From an optimization exercise on the open Yosys and OpenROAD flow, aimed at small area; shortcuts taken in it are not production practice. In this exercise RTL edits were held to simulation tests only and were not proved equivalent to the original. No activity file was given, so power comes from the tool's default toggle rates.

## build 25
==> flow/design.v (excerpt) <==
module diwall_top (
    input  logic        clk,
    input  logic        rst_n,
    input  logic [11:0] csr_addr,
    input  logic [31:0] csr_wdata,
    input  logic [63:0] hpm0,
    input  logic [63:0] hpm1,
    input  logic [63:0] hpm2,
    output logic [1:0]  alert,
    output logic        alert_jamming,
    output logic        detect_done,
    output logic        ewma_done,
    output logic        enable_detect,
    output logic [31:0] ewma_rssi
);
clock: 5.0 ns
lec_check: 0
cap_margin: 20
core_margin: 2
core_utilization: 40
slew_margin: 20
standard.sh (not shown) runs the stock make flow with config.mk's settings and CLKGATE_MAP_FILE= SYNTH_SCRIPT=/design/flow/synth_recipe.tcl, a recipe that flattens the netlist after the stock synthesis.
==> flow/flow/run.sh <==
#!/bin/bash
# The standard layout, with the smallest buffer (buf_1) on every input and
# output port, and a clock tree of small buffers without dummy loads.
set -euo pipefail
bash standard.sh BUFFER_PORTS_ARGS="-buffer_cell sky130_fd_sc_hd__buf_1" \
  CTS_ARGS="-sink_clustering_enable -repair_clock_nets -dont_use_dummy_load -buf_list sky130_fd_sc_hd__clkbuf_4 -root_buf sky130_fd_sc_hd__clkbuf_8 -sink_clustering_size 20" \
  finish > orfs_make.log 2>&1
diff inputs: build 25 => build 67
==> flow/flow/run.sh <==
#!/bin/bash
# The standard layout, with the smallest buffer (buf_1) on every input and
# output port instead of the one buffer_ports picks by default.
set -euo pipefail
bash standard.sh BUFFER_PORTS_ARGS="-buffer_cell sky130_fd_sc_hd__buf_1" finish > orfs_make.log 2>&1
[summary]
Comparing build 25 and build 67, required time of the worst setup path is higher on build 25. Build 67 vs build 25, total wire length after detailed routing went up by about 0.45%. Build 67: fraction of final layout cells sized beyond drive strength 1 0.56 points above build 25. Diff build 25 -> build 67: setup slack after layout now sits lower; wire length the detailed router placed on met1 now sits lower; total length of routed met2 wires now sits higher. From build 25 to build 67, number of levels the H-tree was split into did not move at all. Build 67 reports a lower sequential group share of total power than build 25 does. Build 25 tops out at a higher clock frequency than build 67. The run showing the greater proportion of power drawn by combinational gates is build 25. Buffer count excluding the clock tree in the final layout: build 25 vs build 67 identical.
Input changes introduced in build 37 (baseline for comparison: build 67):
# build 67
export LEC_CHECK = 0
export CAP_MARGIN = 20
export CORE_MARGIN = 2
export CORE_UTILIZATION = 40
export SLEW_MARGIN = 20
create_clock -name core_clock -period 5.0 [get_ports {clk}]
# build 37
export LEC_CHECK = 0
export CAP_MARGIN = 20
export CORE_MARGIN = 2
export CORE_UTILIZATION = 65
export SLEW_MARGIN = 20
create_clock -name core_clock -period 5.0 [get_ports {clk}]
==> flow/flow/run.sh <==
#!/bin/bash
# The standard layout, with the smallest buffer (buf_1) on every input and
# output port, and a clock tree of small buffers without dummy loads.
set -euo pipefail
bash standard.sh BUFFER_PORTS_ARGS="-buffer_cell sky130_fd_sc_hd__buf_1" \
  CTS_ARGS="-sink_clustering_enable -repair_clock_nets -dont_use_dummy_load -buf_list sky130_fd_sc_hd__clkbuf_4" \
  finish > orfs_make.log 2>&1
Findings:
- Relative to build 67, the final cell area reported for build 37 is lower.
- Worst setup slack: higher on build 67
- Final instance count without filler cells: build 37 vs build 67 down 77
- Build 37: done, clean on timing, DRC and antenna
- Looking only at final total power, and setting everything else aside, the lower value of build 67 and build 37 goes to build 37.
--- input diff build 37..build 43 ---
# build 37
export LEC_CHECK = 0
export CAP_MARGIN = 20
export CORE_MARGIN = 2
export CORE_UTILIZATION = 65
export SLEW_MARGIN = 20
create_clock -name core_clock -period 5.0 [get_ports {clk}]
# build 43
export LEC_CHECK = 0
export ABC_AREA = 1
export CAP_MARGIN = 20
export CORE_MARGIN = 2
export CORE_UTILIZATION = 40
export CTS_BUF_LIST = sky130_fd_sc_hd__clkbuf_4
export SLEW_MARGIN = 20
create_clock -name core_clock -period 5.0 [get_ports {clk}]
==> flow/flow/run.sh <==
#!/bin/bash
# The standard layout, with the smallest buffer (buf_1) on every input and
# output port instead of the one buffer_ports picks by default.
set -euo pipefail
bash standard.sh BUFFER_PORTS_ARGS="-buffer_cell sky130_fd_sc_hd__buf_1" finish > orfs_make.log 2>&1
## What came out
Die area: build 43 higher than build 37
Of the two candidates, build 37 has the worse post-route worst setup slack and build 43 the better one.
Relative to build 37, the final cell area reported for build 43 is higher.
Build 43 has routed wirelength normalized by instance count below what build 37 had.
When build 43 is measured against build 37, its tapcell count turns out 70% higher.
### build 43 -> build 87
# build 43
export LEC_CHECK = 0
export ABC_AREA = 1
export CAP_MARGIN = 20
export CORE_MARGIN = 2
export CORE_UTILIZATION = 40
export CTS_BUF_LIST = sky130_fd_sc_hd__clkbuf_4
export SLEW_MARGIN = 20
create_clock -name core_clock -period 5.0 [get_ports {clk}]
# build 87
export LEC_CHECK = 0
export CAP_MARGIN = 20
export CORE_MARGIN = 2
export CORE_UTILIZATION = 40
export SLEW_MARGIN = 20
create_clock -name core_clock -period 5.0 [get_ports {clk}]
==> flow/flow/run.sh <==
#!/bin/bash
# The standard layout, with the smallest buffer (buf_1) on every input and
# output port, and a clock tree of small buffers without dummy loads.
set -euo pipefail
bash standard.sh RECOVER_POWER=30 BUFFER_PORTS_ARGS="-buffer_cell sky130_fd_sc_hd__buf_1" \
  CTS_ARGS="-sink_clustering_enable -repair_clock_nets -dont_use_dummy_load -buf_list sky130_fd_sc_hd__clkbuf_4" \
  finish > orfs_make.log 2>&1
### Flow results
Delta (build 87 minus build 43): initial antenna violation count up 1; clock network power consumption fell about 17%; total instance count after detailed placement -62; number of design-rule violations left by the first detailed-router iteration has increased. In the reports for build 87 and build 43, the larger final cell count belongs to build 43. Where post-route minimum period is concerned, build 43 is better than build 87. Build 87 against build 43: part of the cycle the worst path needs has increased, vias after detailed routing has decreased, data required time at the worst endpoint has decreased, area after synthesis has decreased.

## afterwards: timing with drivers on the ports
The results above use ideal ports. As a check the final layouts listed here were re-extracted and re-timed, cells and wires unchanged. Step 1 assumes that a clkbuf_16 drives the clock port and a buf_2 every other input. Step 2 also shifts input and output timing later by t, the mid clock arrival at the registers, as if the neighbouring blocks saw the same clock. Three values: ideal ports, drivers, drivers and shift; two values: the first two.
| run | t (ns) | setup slack, ns | worst hold slack (ns) | cell pins on the clock port's net |
|---|---|---|---|---|
| build 25 | 0.386 | 1.158 / 1.158 / 1.158 | 0.429 / 0.429 / 0.429 | 1 |
| build 67 | 0.364 | 1.146 / 1.146 / 1.146 | 0.425 / 0.425 / 0.425 | 1 |
| build 37 | 0.424 | 1.139 / 1.139 / 1.139 | 0.437 / 0.437 / 0.437 | 1 |
| build 43 | 0.453 | 1.468 / 1.468 / 1.468 | 0.437 / 0.437 / 0.437 | 1 |
| build 87 | 0.449 | 1.153 / 1.153 / 1.153 | 0.438 / 0.438 / 0.438 | 1 |
After both steps setup and hold are still met in every run listed.
